What follows belongs to an exercise in optimizing a design on an open flow for small area; a production flow would make more cautious choices.
Function was checked by simulation only, so behaviour that the tests miss may differ from the original.

[flow/design.v]
module CicInterpM5(
    input clock,
    input rst,                   
    output reg req,              
    input signed [19:0] x_real,  
    input signed [19:0] x_imag,
    output signed [15:0] y_real,   
    output signed [15:0] y_imag
    );
    reg [7:0] counter;
    reg [3:0] ev;            
    always @(posedge clock)
    begin
        if (rst)
        begin
            counter <= 0;
            req <= 0;
            ev <= 0;
        end
        else
        begin
            if (counter == 8'd199)
            begin
                counter <= 0;
                req <= 1'b1;
                if (ev != 4'd9) ev <= ev + 1'd1;
            end
            else
            begin
                counter <= counter + 1'd1;
                req <= 1'b0;
            end
        end
    end
    wire wr_new  = (counter >= 8'd174) && (counter <= 8'd193);    
    wire ser_b0  = (counter == 8'd174);                           
    wire ser_b1  = (counter == 8'd175);
    wire ser_b19 = (counter == 8'd193);                           
    wire ser_ext = (counter >= 8'd194) && (counter <= 8'd197);    
    wire [4:0] bidx = counter[4:0] - 5'd14;                       
    wire [3:0] ld;
    assign ld[0] = (counter == 8'd198);
    assign ld[1] = (counter == 8'd199);
    assign ld[2] = (counter == 8'd0) && (ev != 4'd0);
    assign ld[3] = (counter == 8'd1) && (ev != 4'd0);
    wire [4:0] mv = {ev >= 4'd9, ev >= 4'd8, ev >= 4'd7, ev >= 4'd6, ev >= 4'd5};
    wire [15:0] yr, yi;        
    cic_chan ch_r (.clk(clock), .rst(rst), .x(x_real), .wr_new(wr_new), .bidx(bidx),
                   .ser_b0(ser_b0), .ser_b1(ser_b1), .ser_b19(ser_b19), .ser_ext(ser_ext),
                   .ld(ld), .mv(mv), .y(yr));
    cic_chan ch_i (.clk(clock), .rst(rst), .x(x_imag), .wr_new(wr_new), .bidx(bidx),
                   .ser_b0(ser_b0), .ser_b1(ser_b1), .ser_b19(ser_b19), .ser_ext(ser_ext),
                   .ld(ld), .mv(mv), .y(yi));
    assign y_real = yr;
    assign y_imag = yi;
endmodule
module cic_chan(
    input clk,
    input rst,
    input [19:0] x,
    input wr_new,
    input [4:0] bidx,
    input ser_b0, ser_b1, ser_b19, ser_ext,
    input [3:0] ld,
    input [4:0] mv,
    output [15:0] y
    );
    reg [179:0] sr;
    wire lin = wr_new ? x[bidx] : sr[179];
    always @(posedge clk) sr <= {sr[178:0], lin};
    wire [4:0] tap = {sr[179], sr[159], sr[139], sr[119], sr[99]} & mv;
    reg [4:0] sgn;
    always @(posedge clk) if (ser_b19) sgn <= tap;
    wire [4:0] op = ser_ext ? sgn : tap;
    wire a0 = op[0], a1 = op[1], a2 = op[2], a3 = op[3], a4 = op[4];
    reg cp, cu, cv, cw, cr, a2d, ud1, ud2;
    wire cp_i = ser_b0 ? 1'b1 : cp;
    wire cu_i = ser_b0 ? 1'b1 : cu;
    wire cv_i = ser_b0 ? 1'b0 : cv;
    wire cw_i = ser_b0 ? 1'b0 : cw;
    wire cr_i = ser_b0 ? 1'b0 : cr;
    wire p = a2 ^ ~a1 ^ cp_i;
    wire u = p ^ ~a3 ^ cu_i;
    wire v = a0 ^ a4 ^ cv_i;
    wire a2s = ser_b0 ? 1'b0 : a2d;
    wire w = v ^ a2s ^ cw_i;
    wire u4 = (ser_b0 | ser_b1) ? 1'b0 : ud2;
    wire r = w ^ u4 ^ cr_i;
    always @(posedge clk)
    begin
        cp <= (a2 & ~a1) | (cp_i & (a2 ^ ~a1));
        cu <= (p & ~a3) | (cu_i & (p ^ ~a3));
        cv <= (a0 & a4) | (cv_i & (a0 ^ a4));
        cw <= (v & a2s) | (cw_i & (v ^ a2s));
        cr <= (w & u4) | (cr_i & (w ^ u4));
        a2d <= a2;
        ud1 <= u;
        ud2 <= ud1;
    end
    reg [23:0] d;
    always @(posedge clk) d <= {d[22:0], r};
    reg [9:0] y1s0;
    reg [9:0] y1s1;
    reg [3:0] y1s2;
    reg y1g3;    
    always @(posedge clk)
    begin
        if (rst)
        begin
            y1s0 <= 0;
            y1s1 <= 0;
            y1s2 <= 0;
            y1g3 <= 0;
        end
        else
        begin
            if (ld[0]) y1s0 <= {d[14], d[15], d[16], d[17], d[18], d[19], d[20], d[21], d[22], d[23]};
            if (ld[1]) y1s1 <= {d[5], d[6], d[7], d[8], d[9], d[10], d[11], d[12], d[13], d[14]};
            if (ld[2]) y1s2 <= {d[2], d[3], d[4], d[5]};
            if (ld[3]) y1g3 <= d[3];
        end
    end
    reg [9:0] y2s0;
    wire [9:0] n2s0;
    wire o2s0;
    reg [9:0] y2s1;
    wire [9:0] n2s1;
    wire o2s1;
    reg c2s1;
    reg [9:0] y2s2;
    wire [9:0] n2s2;
    wire o2s2;
    reg c2s2;
    reg [0:0] y2s3;
    wire [0:0] n2s3;
    wire o2s3;
    reg c2s3;
    reg [9:0] y3s0;
    wire [9:0] n3s0;
    wire o3s0;
    reg [9:0] y3s1;
    wire [9:0] n3s1;
    wire o3s1;
    reg c3s1;
    reg [9:0] y3s2;
    wire [9:0] n3s2;
    wire o3s2;
    reg c3s2;
    reg [6:0] y3s3;
    wire [6:0] n3s3;
    wire o3s3;
    reg c3s3;
    reg y3sd1;
    reg [9:0] y4s0;
    wire [9:0] n4s0;
    wire o4s0;
    reg [9:0] y4s1;
    wire [9:0] n4s1;
    wire o4s1;
    reg c4s1;
    reg [9:0] y4s2;
    wire [9:0] n4s2;
    wire o4s2;
    reg c4s2;
    reg [9:0] y4s3;
    wire [9:0] n4s3;
    wire o4s3;
    reg c4s3;
    reg [3:0] y4s4;
    wire [3:0] n4s4;
    wire o4s4;
    reg c4s4;
    reg [9:0] y5s0;
    wire [9:0] n5s0;
    wire o5s0;
    reg [9:0] y5s1;
    wire [9:0] n5s1;
    wire o5s1;
    reg c5s1;
    reg [9:0] y5s2;
    wire [9:0] n5s2;
    wire o5s2;
    reg c5s2;
    reg [9:0] y5s3;
    wire [9:0] n5s3;
    wire o5s3;
    reg c5s3;
    reg [10:0] y5s4;
    wire [10:0] n5s4;
    wire o5s4;
    reg c5s4;
    radd #(10) a2s0 (.a(y2s0), .b({y1s0[9], y1s0[8], y1s0[7], y1s0[6], y1s0[5], y1s0[4], y1s0[3], y1s0[2], y1s0[1], y1s0[0]}), .ci(1'b0), .s(n2s0), .co(o2s0));
    radd #(10) a2s1 (.a(y2s1), .b({y1s1[9], y1s1[8], y1s1[7], y1s1[6], y1s1[5], y1s1[4], y1s1[3], y1s1[2], y1s1[1], y1s1[0]}), .ci(c2s1), .s(n2s1), .co(o2s1));
    radd #(10) a2s2 (.a(y2s2), .b({y1s2[3], y1s2[3], y1s2[3], y1s2[3], y1s2[3], y1s2[3], y1s2[3], y1s2[2], y1s2[1], y1s2[0]}), .ci(c2s2), .s(n2s2), .co(o2s2));
    radd #(1) a2s3 (.a(y2s3), .b({y1g3}), .ci(c2s3), .s(n2s3), .co(o2s3));
    radd #(10) a3s0 (.a(y3s0), .b({y2s0[9], y2s0[8], y2s0[7], y2s0[6], y2s0[5], y2s0[4], y2s0[3], y2s0[2], y2s0[1], y2s0[0]}), .ci(1'b0), .s(n3s0), .co(o3s0));
    radd #(10) a3s1 (.a(y3s1), .b({y2s1[9], y2s1[8], y2s1[7], y2s1[6], y2s1[5], y2s1[4], y2s1[3], y2s1[2], y2s1[1], y2s1[0]}), .ci(c3s1), .s(n3s1), .co(o3s1));
    radd #(10) a3s2 (.a(y3s2), .b({y2s2[9], y2s2[8], y2s2[7], y2s2[6], y2s2[5], y2s2[4], y2s2[3], y2s2[2], y2s2[1], y2s2[0]}), .ci(c3s2), .s(n3s2), .co(o3s2));
    radd #(7) a3s3 (.a(y3s3), .b({y2s3[0], y2s3[0], y2s3[0], y2s3[0], y2s3[0], y2s3[0], y2s3[0]}), .ci(c3s3), .s(n3s3), .co(o3s3));
    radd #(10) a4s0 (.a(y4s0), .b({y3s0[9], y3s0[8], y3s0[7], y3s0[6], y3s0[5], y3s0[4], y3s0[3], y3s0[2], y3s0[1], y3s0[0]}), .ci(1'b0), .s(n4s0), .co(o4s0));
    radd #(10) a4s1 (.a(y4s1), .b({y3s1[9], y3s1[8], y3s1[7], y3s1[6], y3s1[5], y3s1[4], y3s1[3], y3s1[2], y3s1[1], y3s1[0]}), .ci(c4s1), .s(n4s1), .co(o4s1));
    radd #(10) a4s2 (.a(y4s2), .b({y3s2[9], y3s2[8], y3s2[7], y3s2[6], y3s2[5], y3s2[4], y3s2[3], y3s2[2], y3s2[1], y3s2[0]}), .ci(c4s2), .s(n4s2), .co(o4s2));
    radd #(10) a4s3 (.a(y4s3), .b({y3s3[6], y3s3[6], y3s3[6], y3s3[6], y3s3[5], y3s3[4], y3s3[3], y3s3[2], y3s3[1], y3s3[0]}), .ci(c4s3), .s(n4s3), .co(o4s3));
    radd #(4) a4s4 (.a(y4s4), .b({y3sd1, y3sd1, y3sd1, y3sd1}), .ci(c4s4), .s(n4s4), .co(o4s4));
    radd #(10) a5s0 (.a(y5s0), .b({y4s0[9], y4s0[8], y4s0[7], y4s0[6], y4s0[5], y4s0[4], y4s0[3], y4s0[2], y4s0[1], y4s0[0]}), .ci(1'b0), .s(n5s0), .co(o5s0));
    radd #(10) a5s1 (.a(y5s1), .b({y4s1[9], y4s1[8], y4s1[7], y4s1[6], y4s1[5], y4s1[4], y4s1[3], y4s1[2], y4s1[1], y4s1[0]}), .ci(c5s1), .s(n5s1), .co(o5s1));
    radd #(10) a5s2 (.a(y5s2), .b({y4s2[9], y4s2[8], y4s2[7], y4s2[6], y4s2[5], y4s2[4], y4s2[3], y4s2[2], y4s2[1], y4s2[0]}), .ci(c5s2), .s(n5s2), .co(o5s2));
    radd #(10) a5s3 (.a(y5s3), .b({y4s3[9], y4s3[8], y4s3[7], y4s3[6], y4s3[5], y4s3[4], y4s3[3], y4s3[2], y4s3[1], y4s3[0]}), .ci(c5s3), .s(n5s3), .co(o5s3));
    radd #(11) a5s4 (.a(y5s4), .b({y4s4[3], y4s4[3], y4s4[3], y4s4[3], y4s4[3], y4s4[3], y4s4[3], y4s4[3], y4s4[2], y4s4[1], y4s4[0]}), .ci(c5s4), .s(n5s4), .co(o5s4));
    always @(posedge clk)
    begin
        if (rst)
        begin
            y2s0 <= 10'd0;
            y2s1 <= 10'd0;
            y2s2 <= 10'd0;
            y2s3 <= 1'd0;
            y3s0 <= 10'd0;
            y3s1 <= 10'd0;
            y3s2 <= 10'd0;
            y3s3 <= 7'd0;
            y4s0 <= 10'd0;
            y4s1 <= 10'd0;
            y4s2 <= 10'd0;
            y4s3 <= 10'd0;
            y4s4 <= 4'd0;
            y5s0 <= 10'd0;
            y5s1 <= 10'd0;
            y5s2 <= 10'd0;
            y5s3 <= 10'd16;
            y5s4 <= 11'd0;
        end
        else
        begin
            y2s0 <= n2s0;
            y2s1 <= n2s1;
            y2s2 <= n2s2;
            y2s3 <= n2s3;
            y3s0 <= n3s0;
            y3s1 <= n3s1;
            y3s2 <= n3s2;
            y3s3 <= n3s3;
            y4s0 <= n4s0;
            y4s1 <= n4s1;
            y4s2 <= n4s2;
            y4s3 <= n4s3;
            y4s4 <= n4s4;
            y5s0 <= n5s0;
            y5s1 <= n5s1;
            y5s2 <= n5s2;
            y5s3 <= n5s3;
            y5s4 <= n5s4;
        end
    end
    always @(posedge clk)
    begin
        c2s1 <= o2s0;
        c2s2 <= o2s1;
        c2s3 <= o2s2;
        c3s1 <= o3s0;
        c3s2 <= o3s1;
        c3s3 <= o3s2;
        y3sd1 <= y3s3[6];
        c4s1 <= o4s0;
        c4s2 <= o4s1;
        c4s3 <= o4s2;
        c4s4 <= o4s3;
        c5s1 <= o5s0;
        c5s2 <= o5s1;
        c5s3 <= o5s2;
        c5s4 <= o5s3;
    end
    reg ob39d1;
    reg ob38d1;
    reg ob37d1;
    reg ob36d1;
    reg ob35d1;
    always @(posedge clk)
    begin
        ob39d1 <= y5s3[9];
        ob38d1 <= y5s3[8];
        ob37d1 <= y5s3[7];
        ob36d1 <= y5s3[6];
        ob35d1 <= y5s3[5];
    end
    assign y = {y5s4[10], y5s4[9], y5s4[8], y5s4[7], y5s4[6], y5s4[5], y5s4[4], y5s4[3], y5s4[2], y5s4[1], y5s4[0], ob39d1, ob38d1, ob37d1, ob36d1, ob35d1};
endmodule
module cpl_cordic(
  input clock,
  input [31:0] frequency,
  input signed [15:0] in_data_I,
  input signed [15:0] in_data_Q,
  output signed [15:0] out_data_I,
  output signed [15:0] out_data_Q
  );
localparam WR = 23;    
localparam WZ = 20;    
localparam STG = 19;   
localparam WT = 32;
wire [WT-1:0] atan_table [1:WT-1];
assign atan_table[01] = 32'b00100101110010000000101000111011;  
assign atan_table[02] = 32'b00010011111101100111000010110111;  
assign atan_table[03] = 32'b00001010001000100010001110101000;  
assign atan_table[04] = 32'b00000101000101100001101010000110;  
assign atan_table[05] = 32'b00000010100010111010111111000011;  
assign atan_table[06] = 32'b00000001010001011110110000111101;  
assign atan_table[07] = 32'b00000000101000101111100010101010;  
assign atan_table[08] = 32'b00000000010100010111110010100111;  
assign atan_table[09] = 32'b00000000001010001011111001011101;  
assign atan_table[10] = 32'b00000000000101000101111100110000;  
assign atan_table[11] = 32'b00000000000010100010111110011000;  
assign atan_table[12] = 32'b00000000000001010001011111001100;  
assign atan_table[13] = 32'b00000000000000101000101111100110;  
assign atan_table[14] = 32'b00000000000000010100010111110011;  
assign atan_table[15] = 32'b00000000000000001010001011111010;  
assign atan_table[16] = 32'b00000000000000000101000101111101;  
assign atan_table[17] = 32'b00000000000000000010100010111110;  
assign atan_table[18] = 32'b00000000000000000001010001011111;  
assign atan_table[19] = 32'b00000000000000000000101000110000;  
assign atan_table[20] = 32'b00000000000000000000010100011000;  
assign atan_table[21] = 32'b00000000000000000000001010001100;  
assign atan_table[22] = 32'b00000000000000000000000101000110;  
assign atan_table[23] = 32'b00000000000000000000000010100011;  
assign atan_table[24] = 32'b00000000000000000000000001010001;  
assign atan_table[25] = 32'b00000000000000000000000000101001;  
assign atan_table[26] = 32'b00000000000000000000000000010100;  
assign atan_table[27] = 32'b00000000000000000000000000001010;  
assign atan_table[28] = 32'b00000000000000000000000000000101;  
assign atan_table[29] = 32'b00000000000000000000000000000011;  
assign atan_table[30] = 32'b00000000000000000000000000000001;  
assign atan_table[31] = 32'b00000000000000000000000000000001;  
reg [31:0] phase;
wire [31:0] phase_sum;
cadd #(.W(32), .B0(7), .B(7)) nco_add (.a(phase), .b(frequency), .ci(1'b0), .s(phase_sum));
always @(posedge clock)
  if (frequency == 32'd0)
    phase <= 32'd0;      
  else
    phase <= phase_sum;
reg [20:0] pd0, pd;
always @(posedge clock)
  begin
  pd0 <= phase[31:11];
  pd <= pd0;
  end
wire [1:0] quadrant = pd[20:19];
wire [16:0] i17 = {in_data_I[15], in_data_I};
wire [16:0] q17 = {in_data_Q[15], in_data_Q};
wire [16:0] in_p, in_m;
cadd #(.W(17), .B0(6), .B(6)) padd (.a(i17), .b(q17), .ci(1'b0), .s(in_p));
cadd #(.W(17), .B0(6), .B(6)) madd (.a(i17), .b(~q17), .ci(1'b1), .s(in_m));
wire [17:0] p18 = {in_p[16], in_p};
wire [17:0] m18 = {in_m[16], in_m};
wire [17:0] xv = quadrant[0] ? p18 : m18;
wire [17:0] yv = quadrant[0] ? m18 : p18;
wire xneg = quadrant[1] ^ quadrant[0];
wire yneg = quadrant[1];
wire [17:0] xlow, ylow;
assign xlow = {pfx_or18(xv[16:0]), 1'b0};
assign ylow = {pfx_or18(yv[16:0]), 1'b0};
function [16:0] pfx_or18;    
  input [16:0] v;
  integer lv, b;
  reg [16:0] t;
  begin
    t = v;
    for (lv = 1; lv < 17; lv = lv * 2)
      for (b = 16; b >= 0; b = b - 1)
        if ((b / lv) % 2 == 1)
          t[b] = t[b] | t[(b / lv) * lv - 1];
    pfx_or18 = t;
  end
endfunction
reg [WR-1:0] X [0:STG-1];
reg [WR-1:0] Y [0:STG-1];
reg [WZ-1:0] Z [0:STG-1];
always @(posedge clock)
  begin
  X[0] <= {xv ^ ({18{xneg}} & xlow), 5'b0};
  Y[0] <= {yv ^ ({18{yneg}} & ylow), 5'b0};
  Z[0] <= {~pd[18], ~pd[18], pd[17:0]};
  end
genvar n;
generate
  for (n = 0; n <= STG-3; n = n + 1)
    begin : stages
    wire [WR-1:0] X_shr = {{(n+1){X[n][WR-1]}}, X[n][WR-1:n+1]};
    wire [WR-1:0] Y_shr = {{(n+1){Y[n][WR-1]}}, Y[n][WR-1:n+1]};
    wire [WZ-2-n:0] atan = atan_table[n+1][WT-2-n:WT-WZ] + atan_table[n+1][WT-WZ-1];
    wire zs = Z[n][WZ-1-n];
    localparam LZ = (n == 0) ? 4 : (n == 1) ? 2 : 0;
    wire [WR-1:0] xn, yn;
    cadd #(.W(WR-LZ), .B0(7), .B(8)) ax (.a(X[n][WR-1:LZ]), .b(Y_shr[WR-1:LZ] ^ {(WR-LZ){~zs}}), .ci(Y[n][n] ^ ~zs), .s(xn[WR-1:LZ]));
    cadd #(.W(WR-LZ), .B0(7), .B(8)) ay (.a(Y[n][WR-1:LZ]), .b(X_shr[WR-1:LZ] ^ {(WR-LZ){zs}}),  .ci(X[n][n] ^ zs),  .s(yn[WR-1:LZ]));
    if (LZ > 0)
      begin : lz
      assign xn[LZ-1:0] = {LZ{1'b0}};
      assign yn[LZ-1:0] = {LZ{1'b0}};
      end
    always @(posedge clock)
      begin
      X[n+1] <= xn;
      Y[n+1] <= yn;
      end
    if (n < STG-2)
      begin : angles
      wire [WZ-2-n:0] zn;
      cadd #(.W(WZ-1-n), .B0((WZ-1-n <= 15) ? 11 : 7), .B(8)) az (.a(Z[n][WZ-2-n:0]), .b(atan ^ {(WZ-1-n){~zs}}), .ci(~zs), .s(zn));
      always @(posedge clock)
        Z[n+1][WZ-2-n:0] <= zn;
      end
    end
endgenerate
wire zs17 = Z[STG-2][WZ-1-(STG-2)];
wire [4:0] ux = Y[STG-2][WR-1:WR-5] ^ {5{~zs17}};
wire sux = Y[STG-2][WR-1] ^ ~zs17;
wire [4:0] uy = X[STG-2][WR-1:WR-5] ^ {5{zs17}};
wire suy = X[STG-2][WR-1] ^ zs17;
wire [6:0] lox, loy;
wire cox, coy;
radd #(7) lx (.a(X[STG-2][6:0]), .b({~sux, sux, ux}), .ci(Y[STG-2][STG-2] ^ ~zs17), .s(lox), .co(cox));
radd #(7) ly (.a(Y[STG-2][6:0]), .b({~suy, suy, uy}), .ci(X[STG-2][STG-2] ^ zs17),  .s(loy), .co(coy));
wire [15:0] xr, yr;
cinc #(16) ix (.a(X[STG-2][WR-1:7]), .ci(cox), .s(xr));
cinc #(16) iy (.a(Y[STG-2][WR-1:7]), .ci(coy), .s(yr));
assign out_data_I = xr;
assign out_data_Q = yr;
endmodule
module tx_upconverter(
  input clk,
  input rst,
  input [31:0] frequency,
  input signed [19:0] x_real,
  input signed [19:0] x_imag,
  output req,
  output signed [15:0] out_I,
  output signed [15:0] out_Q
  );
  wire signed [15:0] y2_r, y2_i;
  CicInterpM5 in2 (
    .clock(clk),
    .rst(rst),
    .req(req),
    .x_real(x_real),
    .x_imag(x_imag),
    .y_real(y2_r),
    .y_imag(y2_i)
    );
  cpl_cordic cordic_inst (
    .clock(clk),
    .frequency(frequency),
    .in_data_I(y2_i),
    .in_data_Q(y2_r),
    .out_data_I(out_I),
    .out_data_Q(out_Q)
    );
endmodule
module cadd #(parameter W = 23, parameter B0 = 12, parameter B = 11) (
  input  [W-1:0] a,
  input  [W-1:0] b,
  input          ci,
  output [W-1:0] s
  );
  wire [W:0] c;       
  wire [W-1:0] s0;    
  wire [W-1:0] ones;  
  wire [W-1:0] bc;    
  assign c[0] = ci;
  genvar i;
  generate
    for (i = 0; i < W; i = i + 1) begin : g
      if (i < B0) begin : lo
        assign s0[i] = a[i] ^ b[i] ^ c[i];
        assign c[i+1] = (a[i] & b[i]) | (c[i] & (a[i] ^ b[i]));
        assign ones[i] = 1'b0;
        assign bc[i] = 1'b0;
        assign s[i] = s0[i];
      end else if (((i - B0) % B) == 0) begin : st
        assign s0[i] = a[i] ^ b[i];
        assign c[i+1] = a[i] & b[i];
        assign ones[i] = 1'b1;
        if (i == B0) begin : f
          assign bc[i] = c[i];
        end else begin : n
          assign bc[i] = c[i] | (bc[i-1] & ones[i-1] & s0[i-1]);
        end
        assign s[i] = s0[i] ^ bc[i];
      end else begin : md
        assign s0[i] = a[i] ^ b[i] ^ c[i];
        assign c[i+1] = (a[i] & b[i]) | (c[i] & (a[i] ^ b[i]));
        assign ones[i] = ones[i-1] & s0[i-1];
        assign bc[i] = bc[i-1];
        assign s[i] = s0[i] ^ (bc[i] & ones[i]);
      end
    end
  endgenerate
endmodule
module radd #(parameter W = 13) (
  input  [W-1:0] a,
  input  [W-1:0] b,
  input          ci,
  output [W-1:0] s,
  output         co
  );
  wire [W:0] c;
  assign c[0] = ci;
  genvar i;
  generate
    for (i = 0; i < W; i = i + 1) begin : g
      assign s[i] = a[i] ^ b[i] ^ c[i];
      assign c[i+1] = (a[i] & b[i]) | (c[i] & (a[i] ^ b[i]));
    end
  endgenerate
  assign co = c[W];
endmodule
module cinc #(parameter W = 16) (
  input  [W-1:0] a,
  input          ci,
  output [W-1:0] s
  );
  wire [W:0] p;
  assign p[0] = 1'b1;
  genvar i;
  generate
    for (i = 0; i < W; i = i + 1) begin : g
      assign s[i] = a[i] ^ (ci & p[i]);
      assign p[i+1] = p[i] & a[i];
    end
  endgenerate
endmodule
[flow/run.sh]
#!/bin/bash
# synth_recipe.tcl (not shown) runs the flow's synth.tcl, then flattens the netlist and writes it again
# the make line also repeats each setting of config.mk as NAME=value (left out here)
make -C /OpenROAD-flow-scripts/flow DESIGN_CONFIG=/design/flow/config.mk WORK_HOME=/design/flow/orfs CLKGATE_MAP_FILE= SYNTH_SCRIPT=/design/flow/synth_recipe.tcl finish
[flow/config.mk]
export PLATFORM = sky130hd
export DESIGN_NAME = tx_upconverter
export DESIGN_NICKNAME = tx_upconverter
export VERILOG_FILES = /design/flow/design.v
export SDC_FILE = /design/flow/constraint.sdc
export NUM_CORES = 4
export LEC_CHECK = 0
export CAP_MARGIN = 20
export CORE_MARGIN = 2
export CORE_UTILIZATION = 60
export CTS_CLUSTER_DIAMETER = 100
export CTS_CLUSTER_SIZE = 30
export SLEW_MARGIN = 20
[flow/constraint.sdc]
create_clock -name core_clock -period 6.0 [get_ports {clk}]
set_input_delay 1.2000 -clock core_clock [delete_from_list [all_inputs] [get_ports {clk}]]
set_output_delay 1.2000 -clock core_clock [all_outputs]
set_load 0.01 [all_outputs]
==> results of run 1 <==
[cells in the final DEF, fill, tap and decap left out, types with 11 or more instances in the layout]
cell / n
nor4_1: 15
mux2i_1: 26
clkbuf_16: 76
and3b_1: 36
nand3_1: 111
and2_1: 25
nor2_1: 192
ha_1: 281
and3_1: 81
xor2_1: 515
o21ai_0: 37
nand2b_1: 16
nor3_1: 31
buf_4: 90
nor2b_1: 286
mux2_2: 12
dfxtp_1: 1920
nand2_1: 277
dfxtp_2: 14
fa_2: 11
nand4_1: 37
xnor2_1: 653
or2_2: 40
a21oi_1: 64
fa_1: 1161
clkdlybuf4s50_1: 103
inv_1: 1133
mux4_2: 11
[state kept, by name, indices dropped and copies added, names as in the netlist, 11 cells and up]
name,cells
cordic_inst.Z,204
in2.ch_i.d,24
in2.ch_r.d,24
cordic_inst.X,402
in2.ch_r.y5s4,11
cordic_inst.pd0,21
cordic_inst.pd,21
cordic_inst.Y,403
in2.ch_i.y5s4,11
in2.ch_i.sr,180
cordic_inst.phase,32
in2.ch_r.sr,180
[path summary, 6_finish.rpt]
| check | depth (start not counted) | startpoint | end |
|---|---|---|---|
| worst max-delay path | 28 | frequency[0] | cordic_inst.phase[28] |
| worst min-delay path | 0 | in2.ch_r.sr[177] | in2.ch_r.sr[178] |
| worst max register to register | 20 | cordic_inst.Z[8][11] | cordic_inst.X[9][22] |
| worst min register to register | 0 | in2.ch_r.sr[177] | in2.ch_r.sr[178] |
[logic make-up (layout without fill, tap and decap cells)]
family | count (synthesis) | in the layout | share of synthesized area (%)
XOR/XNOR | 1181 | 1181 | 11.6
multiplexers | 49 | 49 | 0.722
AO/OA/AOI/OAI | 146 | 146 | 1.01
buffers and inverters | 1275 | 1430 | 5.43
AND/OR/NAND/NOR | 1187 | 1187 | 6.97
flip-flops | 1946 | 1946 | 43.9
adder cells (fa/ha/maj) | 1458 | 1458 | 30.4
[final cells by class]
| type | instances | area [um^2] |
|---|---|---|
| clock buffers | 81 | 1930 |
| clock inverters | 15 | 249 |
| fillers | 11600 | 52400 |
| inverters | 1134 | 4260 |
| multi-input cells | 4021 | 45400 |
| flip-flops and latches | 1946 | 39100 |
| well taps | 1930 | 2410 |
| repair buffers | 200 | 1830 |
[worst max-delay path: cells and delay by family]
kind                     cells  cell delay, ns
AND/OR/NAND/NOR             14            1.61
adder cells (fa/ha/maj)     11            2.96
buffers and inverters        3            0.63
[through the flow]
step                setup WS (ns)
global placement           -0.743
finish                      0.185
floorplan                 0.00481
CTS                        0.0511
detailed placement         -0.858
global route             -0.00490
[layer usage]
| layer | GRT usage (%) | vias to the layer above | share of wire, % | wire length, um |
|---|---|---|---|---|
| li1 | - | 21800 | - | - |
| met1 | 24.7 | 21200 | 46 | 60000 |
| met2 | 31.7 | 251 | 50 | 65000 |
| met3 | 2.04 | 159 | 1.9 | 2460 |
| met4 | 4.40 | 0 | 2.4 | 3190 |
| met5 | 0 | - | 0 | 0 |
[timing repair]
item	CTS	global route
hold buffers	0	0
pin swaps	0	13
buffers inserted	0	0
resized for setup	2	16
setup endpoints to repair	3	36
==> reports/metrics.yaml, run 1 <==
hold_ws_ns: 0.323
dieHeight_um: 389
synth_cells: 7242
worstPathMaxFanout: 2
finalSetupViolCount: 0
reg2reg_slack_ns: 0.34
dp_hpwl_um: 105000
cts_buffer_depth: 3
timing.critical_path.mode_cell: "fa_2"
clk_pin_slew_ns: 0.12
finalHoldViolations: 0
synth-main-ff-cell: "dfxtp_1"
drtAntennaViolNets: 0
num_rows: 141
dp.cells: 9230
start_util_pct: 60.4
endpoint_kind: "register"
finalCriticalPeriod_ns: 5.82
io_buffers: 106
min_path_type: "register to register"
drive_gt1_share_pct: 4.35
track_usage_pct: 18.3
cts-buffers-inserted: 76
syn_avg_cell_area_um2: 12.3
antenna_found_initial: 1
skew_ns: 0.0244
period_share_pct: 96.9
final_cells: 9327
grt_pass1_vias: 46900
core_area_mm2: 0.147
clock_latency_ns: 0.73
synthTopCellsByArea: "dfxtp_1 (44%), fa_1 (26%), xnor2_1 (6.5%)"
synth_nets: 8774
cts_max_level: 3
num_io_pins: 107
dieArea_mm2: 0.151
arrival_ns: 6.41
post-route-util_pct: 64.5
cts-root-buf: "clkbuf_16"
slew_violations: 0
final_area_mm2: 0.0951
yosysMostFrequentCell: "dfxtp_1"
area_delta_synth_final_pct: 6.85
yosysWarnings: 9
slowest_stage: "clkdlybuf4s50_1"
post_drt_via_cell_ratio: 4.65
synth_top_area_cell: "dfxtp_1"
place_congestion: 0.861
max_stage_delay_ns: 0.43
setup_tns_ns: 0
fp.dieW_um: 389
netlist.area_leader.share_pct: 43.5
drc: 0
maxSlewHeadroom_pct: 29.0
synth_edf_count: 10
dr.pass1.iters: 6
startpoint_type: "input port"
synth_area_mm2: 0.0890
grt_pass1_wl_um: 227000
via_count: 43400
diodes: 0
maxCapViolCount: 0
crit_required_ns: 6.59
finalNetCount: 8911
ys_seq_area_share_pct: 43.9
wl_per_cell_um: 14.0
synth_cell_type_count: 66
synth_seq_cells: 1946
status: "no timing/DRC/antenna violations"
tightest_slew_ns: 1.06
cts_tree: "yes"
first_iter_violations: 1344
max_freq_ghz: 0.172
grt_overflow: 0
critPathKind: "input port to register"
async_flop_share_pct: 0
grt_max_degree: 169
synth_commonest_cells: "dfxtp_1 (1936), fa_1 (1172), inv_1 (1134), xnor2_1 (659), xor2_1 (522)"
cts_sinks: 1946
routed_wirelength_um: 131000
place_area_mm2: 0.0928
==> run 2, diff against run 1 <==
--- a/flow/design.v
+++ b/flow/design.v
@@ -381,4 +381,32 @@
   Z[0] <= {~pd[18], ~pd[18], pd[17:0]};
   end
+localparam ZT = 13;
+wire [STG-2:ZT+1] zsig;    
+generate
+  genvar t;
+  for (t = ZT; t <= STG-3; t = t + 1)
+    begin : tailz
+    wire [WZ-1-t:0] zin;
+    if (t == ZT)
+      begin : first
+      assign zin = Z[ZT][WZ-1-ZT:0];
+      end
+    else
+      begin : next
+      assign zin = tailz[t-1].zout;
+      end
+    wire [WZ-2-t:0] at = atan_table[t+1][WT-2-t:WT-WZ] + atan_table[t+1][WT-WZ-1];
+    wire [WZ-2-t:0] zout = zin[WZ-1-t] ? zin[WZ-2-t:0] + at : zin[WZ-2-t:0] - at;
+    assign zsig[t+1] = zout[WZ-2-t];
+    end
+endgenerate
+reg [STG-2:ZT+1] zd [0:STG-2-ZT-1];
+integer dd;
+always @(posedge clock)
+  begin
+  zd[0] <= zsig;
+  for (dd = 1; dd <= STG-2-ZT-1; dd = dd + 1)
+    zd[dd] <= zd[dd-1];
+  end
 genvar n;
 generate
@@ -388,5 +416,5 @@
     wire [WR-1:0] Y_shr = {{(n+1){Y[n][WR-1]}}, Y[n][WR-1:n+1]};
     wire [WZ-2-n:0] atan = atan_table[n+1][WT-2-n:WT-WZ] + atan_table[n+1][WT-WZ-1];
-    wire zs = Z[n][WZ-1-n];
+    wire zs = (n <= ZT) ? Z[n][WZ-1-n] : zd[n-ZT-1][n];
     localparam LZ = (n == 0) ? 4 : (n == 1) ? 2 : 0;
     wire [WR-1:0] xn, yn;
@@ -403,5 +431,5 @@
       Y[n+1] <= yn;
       end
-    if (n < STG-2)
+    if (n < ZT)
       begin : angles
       wire [WZ-2-n:0] zn;
@@ -412,5 +440,5 @@
     end
 endgenerate
-wire zs17 = Z[STG-2][WZ-1-(STG-2)];
+wire zs17 = zd[STG-2-ZT-1][STG-2];
 wire [4:0] ux = Y[STG-2][WR-1:WR-5] ^ {5{~zs17}};
 wire sux = Y[STG-2][WR-1] ^ ~zs17;
==> reports/metrics.yaml, run 2 <==
synthTopCellsByArea: "dfxtp_1 (44%), fa_1 (26%), xnor2_1 (6.5%)"  # unchanged
routed_wirelength_um: 130000  # was 131000 um
netlist.area_leader.share_pct: 43.6  # was 43.5%
arrival_ns: 6.64  # was 6.41 ns
rsz0062_at_grt: "yes"
maxCapViolCount: 0  # unchanged
fp.dieW_um: 388  # was 389 um
status: "finished with violations"  # was no timing/DRC/antenna violations
grt_max_degree: 181  # was 169
cts_tree: "yes"  # unchanged
dr.pass1.iters: 5  # was 6
track_usage_pct: 18.2  # was 18.3%
finalSetupViolCount: 2  # was 0
grt_overflow: 0  # unchanged
largest-register: "cordic_inst.X"  # was cordic_inst.Y
layout_setup_ws_ns: -0.0292  # was 0.185 ns
largest_reg_flops: 403  # unchanged
via_count: 43100  # was 43400
yosysMostFrequentCell: "dfxtp_1"  # unchanged
drive_gt1_share_pct: 4.43  # was 4.35%
critPathKind: "input port to register"  # unchanged
grt_pass1_vias: 46400  # was 46900
num_rows: 140  # was 141
final_cell_mix: "dfxtp_1 (1914), fa_1 (1154), inv_1 (1142)"  # was dfxtp_1 (1920), fa_1 (1161), inv_1 (1133)
async_flop_share_pct: 0  # unchanged
dp_worst_setup_slack_ns: -1.10  # was -0.858 ns
startpoint_type: "input port"  # unchanged
synth_edf_count: 10  # unchanged
post_drt_via_cell_ratio: 4.64  # was 4.65
cts_hold_buf: 0  # unchanged
tightest_slew_ns: 1.00  # was 1.06 ns
hold_ws_ns: 0.308  # was 0.323 ns
slew_violations: 0  # unchanged
cts_max_level: 3  # unchanged
area_delta_synth_final_pct: 7.10  # was 6.85%
ys_seq_area_share_pct: 44.0  # was 43.9%
finalCriticalPeriod_ns: 6.03  # was 5.82 ns
wl_per_cell_um: 14.0  # about the same
maxSlewHeadroom_pct: 32.9  # was 29.0%
finalHoldViolations: 0  # unchanged
diodes: 0  # unchanged
max_freq_ghz: 0.166  # was 0.172 GHz
first_iter_violations: 1241  # was 1344
grt_pass1_wl_um: 227000  # about the same
crit_required_ns: 6.61  # was 6.59 ns
so_faults: "negative setup slack"
cts_buffer_depth: 3  # unchanged
synth_seq_cells: 1940  # was 1946
num_io_pins: 107  # unchanged
synth_top_area_cell: "dfxtp_1"  # unchanged
syn_avg_cell_area_um2: 12.3  # about the same
drtAntennaViolNets: 0  # unchanged
dp_hpwl_um: 105000  # about the same
period_share_pct: 100  # was 96.9%
final_area_mm2: 0.0949  # was 0.0951 mm^2
reg_top3: "cordic_inst.X: 403 flops, cordic_inst.Y: 402 flops, cordic_inst.Z: 188 flops"  # was cordic_inst.Y: 403 flops, cordic_inst.X: 402 flops, cordic_inst.Z: 204 flops
whs_path_depth: 0  # unchanged
synth_cells: 7218  # was 7242
cts-buffers-inserted: 76  # unchanged
r2r_cells: 27  # was 20
drc: 0  # unchanged
layout_commonest_cell: "dfxtp_1"  # unchanged
place_area_mm2: 0.0924  # was 0.0928 mm^2
yosysWarnings: 11  # was 9
synth_commonest_cells: "dfxtp_1 (1930), fa_1 (1165), inv_1 (1143), xnor2_1 (656), xor2_1 (520)"  # was dfxtp_1 (1936), fa_1 (1172), inv_1 (1134), xnor2_1 (659), xor2_1 (522)
cts_sinks: 1940  # was 1946
min_path_type: "register to register"  # unchanged
synth_cell_type_count: 55  # was 66
dieArea_mm2: 0.151  # about the same
endpoint_kind: "register"  # unchanged
finalNetCount: 8883  # was 8911
antenna_found_initial: 0  # was 1
io_buffers: 106  # unchanged
cts-root-buf: "clkbuf_16"  # unchanged
core_area_mm2: 0.146  # was 0.147 mm^2
place_congestion: 0.837  # was 0.861
clk_pin_slew_ns: 0.11  # was 0.12 ns
worstPathMaxFanout: 2  # unchanged
dieHeight_um: 388  # was 389 um
skew_ns: 0.0410  # was 0.0244 ns
start_util_pct: 60.6  # was 60.4%
synth-main-ff-cell: "dfxtp_1"  # unchanged
synth_nets: 8743  # was 8774
synth_area_mm2: 0.0886  # was 0.0890 mm^2
clock_latency_ns: 0.74  # was 0.73 ns
-- run 2: cell count changes after synthesis, sizes merged, moves of 5 or more --
cell / delta
nor2: +11
nand4: -16
nor3: -5
nor2b: -6
nor4: -5
dfxtp: -6
nand3: +5
inv: +9
fa: -7
o21ai: +13
and3: -14
-- run 2: routing by layer --
layer  global-route usage, %  share of wire (%)
met5                       0                  0
met4                    3.69                2.0
met3                    2.16                1.9
met2                    31.2                 50
met1                    25.1                 46
-- run 2: cells by family after synthesis --
group | after synthesis | synth area share, %
flip-flops | 1940 | 44.0
adder cells (fa/ha/maj) | 1451 | 30.4
buffers and inverters | 1284 | 5.45
XOR/XNOR | 1177 | 11.7
AND/OR/NAND/NOR | 1162 | 6.78
AO/OA/AOI/OAI | 151 | 0.992
multiplexers | 53 | 0.787
-- run 2: path summary, 6_finish.rpt --
| path | slack [ns] | from | end |
|---|---|---|---|
| worst max-delay path | -0.03 | frequency[7] | cordic_inst.phase[31] |
| worst min-delay path | 0.31 | in2.ch_r.sr[76] | in2.ch_r.sr[77] |
| worst max register to register | 0.12 | cordic_inst.phase[7] | cordic_inst.phase[31] |
| worst min register to register | 0.31 | in2.ch_r.sr[76] | in2.ch_r.sr[77] |
-- run 2: repair_timing --
item	4_1_cts	5_1_grt
gates resized for setup	6	22
pin swaps	14	11
cloned	0	0
buffers inserted	6	5
endpoints found under the setup margin	4	14
-- run 2: worst max-delay path, stage by stage --
cell and delay [ns]:
buf_8 0.07, ha_4 0.11, inv_2 0.04, fa_2 0.40
fa_2 0.38, fa_2 0.37, fa_2 0.37, fa_2 0.39
fa_1 0.43, inv_1 0.07, ha_2 0.16, nand2b_4 0.11
and3b_2 0.22, nand2b_4 0.06, or3_4 0.40, nor2_4 0.15
ha_4 0.14, nand2b_4 0.11, and3b_1 0.17, nand2b_1 0.10
or3_4 0.40, nor2_4 0.14, ha_4 0.13, or2_4 0.13
nand3_4 0.07, nor2_4 0.14, xnor2_2 0.11, nor2_1 0.05
-- run 2: stage by stage --
step                util, %  setup TNS [ns]  cells
floorplan                 -          -0.997   7218
global placement       63.2           -6.28   9186
detailed placement     63.2           -6.68   9186
CTS                    64.8               0   9293
global route           64.9          -0.502   9298
finish                 64.9         -0.0481   9298
-- run 2: layout make-up --
class | instances | area, um^2
Sequential cell | 1940 | 39000
Clock inverter | 17 | 339
Clock buffer | 84 | 1940
Timing Repair Buffer | 203 | 1830
Fill cell | 11600 | 51200
Tap cell | 1917 | 2400
Inverter | 1143 | 4290
Multi-Input combinational cell | 3994 | 45100
==> run 3, diff against run 2 <==
--- a/flow/design.v
+++ b/flow/design.v
@@ -332,5 +332,5 @@
 reg [31:0] phase;
 wire [31:0] phase_sum;
-cadd #(.W(32), .B0(7), .B(7)) nco_add (.a(phase), .b(frequency), .ci(1'b0), .s(phase_sum));
+cadd #(.W(32), .B0(6), .B(6)) nco_add (.a(phase), .b(frequency), .ci(1'b0), .s(phase_sum));
 always @(posedge clock)
   if (frequency == 32'd0)
==> reports/metrics.yaml, run 3 <==
status: "no timing/DRC/antenna violations"  # was finished with violations
rsz0062_at_grt: "yes"  # unchanged
wl_per_cell_um: 14.1  # was 14.0 um
track_usage_pct: 18.2  # about the same
final_cell_mix: "dfxtp_1 (1915), fa_1 (1155), inv_1 (1034)"  # was dfxtp_1 (1914), fa_1 (1154), inv_1 (1142)
grt_pass1_vias: 46600  # was 46400
yosysWarnings: 11  # unchanged
startpoint_type: "input port"  # unchanged
critPathKind: "input port to register"  # unchanged
synth_cell_type_count: 72  # was 55
slowest_stage: "fa_2"  # was fa_1
post-route-util_pct: 64.8  # was 64.9%
grt_pass1_wl_um: 227000  # about the same
dp_hpwl_um: 104000  # was 105000 um
finalHoldViolations: 0  # unchanged
finalSetupViolCount: 0  # was 2
largest-register: "cordic_inst.X"  # unchanged
fp.dieW_um: 388  # about the same
worstPathMaxFanout: 4  # was 2
arrival_ns: 6.50  # was 6.64 ns
synth_area_mm2: 0.0886  # about the same
first_iter_violations: 1455  # was 1241
grt_overflow: 0  # unchanged
top_usage_layer: "met2"  # unchanged
via_count: 43000  # was 43100
max_stage_delay_ns: 0.39  # was 0.43 ns
largest_reg_flops: 403  # unchanged
finalNetCount: 8781  # was 8883
met2_usage_pct: 31.3  # was 31.2%
num-fill-cells: 11400  # was 11600
max_freq_ghz: 0.170  # was 0.166 GHz
dieArea_mm2: 0.151  # about the same
dieHeight_um: 388  # about the same
synth_seq_cells: 1940  # unchanged
reg_top3: "cordic_inst.X: 403 flops, cordic_inst.Y: 402 flops, cordic_inst.Z: 188 flops"  # unchanged
place_congestion: 0.841  # was 0.837
num_io_pins: 107  # unchanged
synth_commonest_cells: "dfxtp_1 (1930), fa_1 (1164), inv_1 (1037), xnor2_1 (658), xor2_1 (515)"  # was dfxtp_1 (1930), fa_1 (1165), inv_1 (1143), xnor2_1 (656), xor2_1 (520)
finalCriticalPeriod_ns: 5.89  # was 6.03 ns
num_rows: 140  # unchanged
layout_commonest_cell: "dfxtp_1"  # unchanged
final_area_mm2: 0.0946  # was 0.0949 mm^2
cts-root-buf: "clkbuf_16"  # unchanged
drtAntennaViolNets: 0  # unchanged
routed_wirelength_um: 130000  # about the same
clk_pin_slew_ns: 0.11  # about the same
grtUsageMet3_pct: 2.02  # was 2.16%
timing.critical_path.mode_cell: "fa_2"  # unchanged
synth_adder_area_share_pct: 30.4  # about the same
synthTopCellsByArea: "dfxtp_1 (44%), fa_1 (26%), xnor2_1 (6.5%)"  # unchanged
synth-simple-area-share_pct: 7.17  # was 6.78%
io_buffers: 106  # unchanged
dr.pass1.iters: 7  # was 5
synth_edf_count: 10  # unchanged
crit_required_ns: 6.62  # was 6.61 ns
netlist.area_leader.share_pct: 43.6  # about the same
synth_nets: 8651  # was 8743
tightest_slew_ns: 1.01  # was 1.00 ns
synth-main-ff-cell: "dfxtp_1"  # unchanged
synth_cells: 7124  # was 7218
endpoint_kind: "register"  # unchanged
area_delta_synth_final_pct: 6.87  # was 7.10%
synth_top_area_cell: "dfxtp_1"  # unchanged
syn_avg_cell_area_um2: 12.4  # was 12.3 um^2
final_cells: 9191  # was 9298
period_share_pct: 98.1  # was 100%
ys_seq_area_share_pct: 44.0  # about the same
antenna_found_initial: 0  # unchanged
cts-buffers-inserted: 76  # unchanged
start_util_pct: 60.6  # about the same
synth_mux_area_share_pct: 0.766  # was 0.787%
synth_top_family_by_area: "adder cells"  # unchanged
diodes: 0  # unchanged
skew_ns: 0.0322  # was 0.0410 ns
hold_ws_ns: 0.319  # was 0.308 ns
maxSlewHeadroom_pct: 32.7  # was 32.9%
post_drt_via_cell_ratio: 4.68  # was 4.64
cts_sinks: 1940  # unchanged
maxCapViolCount: 0  # unchanged
min_path_type: "register to register"  # unchanged
synth_compound_area_share_pct: 1.00  # was 0.992%
dp.cells: 9082  # was 9186
slew_violations: 0  # unchanged
cts_max_level: 3  # unchanged
core_area_mm2: 0.146  # unchanged
drc: 0  # unchanged
cts_tree: "yes"  # unchanged
yosysMostFrequentCell: "dfxtp_1"  # unchanged
synthXorXnorAreaFrac_pct: 11.6  # was 11.7%
place_area_mm2: 0.0923  # was 0.0924 mm^2
use_met1_pct: 25.0  # was 25.1%
grt_max_degree: 186  # was 181
drive_gt1_share_pct: 4.45  # was 4.43%
clock_latency_ns: 0.72  # was 0.74 ns
async_flop_share_pct: 0  # unchanged
cts_buffer_depth: 3  # unchanged
## run 3: cell types whose count changed after synthesis, sizes merged, moves of 24 or more
cell and change:
nor2b +46, o21ai -24, nor2 -41, inv -105, nand4 +26, nand2 -24
## run 3: layout make-up
| type | count | area [um^2] | share of cell area [%] |
|---|---|---|---|
| Multi-Input combinational cell | 4005 | 45400 | 48.0 |
| Tap cell | 1917 | 2400 | 2.53 |
| Sequential cell | 1940 | 39000 | 41.2 |
| Inverter | 1038 | 3900 | 4.12 |
| Timing Repair Buffer | 193 | 1810 | 1.92 |
| Clock inverter | 16 | 244 | 0.258 |
| Clock buffer | 82 | 1940 | 2.05 |
## run 3: worst paths after layout
kind | startpoint | to | slack, ns | depth (start not counted)
worst max register to register | cordic_inst.phase[6] | cordic_inst.phase[31] | 0.32 | 29
worst min register to register | in2.ch_r.sr[73] | in2.ch_r.sr[74] | 0.32 | 0
worst max-delay path | frequency[0] | cordic_inst.phase[31] | 0.11 | 33
worst min-delay path | in2.ch_r.sr[73] | in2.ch_r.sr[74] | 0.32 | 0
## run 3: logic make-up after synthesis
kind of cell | after synthesis
AOI/OAI and AO/OA | 143
xor gates and xnor gates | 1174
adders and majority gates | 1453
buffers and inverters | 1179
DFF | 1940
muxes | 52
and+or+nand+nor | 1183
## run 3: timing repair
| action | in CTS | in global routing |
|---|---|---|
| pin swaps | 5 | 19 |
| hold buffers | 0 | 0 |
| gates resized for setup | 1 | 18 |
| setup endpoints to repair | 2 | 16 |
| buffers inserted | 7 | 2 |
## run 3: per-layer routing
metal	wire length, um	part of all wire, %
met1	60300	47
met2	64300	50
met3	2390	1.8
met4	2640	2.0
met5	0	0
## run 3: through the flow
step           setup TNS, ns  worst slack [ns]
2_1_floorplan         -0.402            -0.270
3_3_place_gp           -3.77             -1.00
3_5_place_dp           -3.95             -1.02
4_1_cts                    0           0.00800
5_1_grt               -0.104            -0.104
6_report                   0             0.114
## run 3: worst max-delay path, delay by kind of cell
kind	cells	cell delay, ns
buffers and inverters	2	0.33
XOR/XNOR	2	0.31
AND/OR/NAND/NOR	18	2.01
adder cells (fa/ha/maj)	11	2.64

## separate check: timing with driven ports
The flow's constraints put no driver on any port. The routed layouts listed below were extracted and timed again, unchanged, in two steps. Step 1 assumes that a clkbuf_16 drives the clock port and a buf_2 every other input. Step 2 moves the port delays by t, midway between the first and last clock arrival at a register: inputs arrive t later, outputs are due t later. That takes back most of the time a late clock gives input paths. a / b / c = ideal / step 1 / step 2; a / b = the first two.
| run | t, ns | slack for setup (ns) | hold slack, ns | worst setup path after step 2 | pins driven straight from the clock port |
|---|---|---|---|---|---|
| run 1 | 0.789 | 0.185 / 0.229 / -0.560 | 0.323 / 0.323 / 0.323 | input to register | 1 |
| run 2 | 0.790 | -0.029 / -0.005 / -0.796 | 0.308 / 0.308 / 0.308 | input to register | 1 |
| run 3 | 0.787 | 0.114 / 0.178 / -0.609 | 0.319 / 0.319 / 0.319 | input to register | 1 |
Met with ideal ports but missed after step 2: setup timing in run 1 and run 3. For run 2, which loses most, drivers alone change the setup slack by +0.024 ns; drivers and shift together by -0.767 ns.
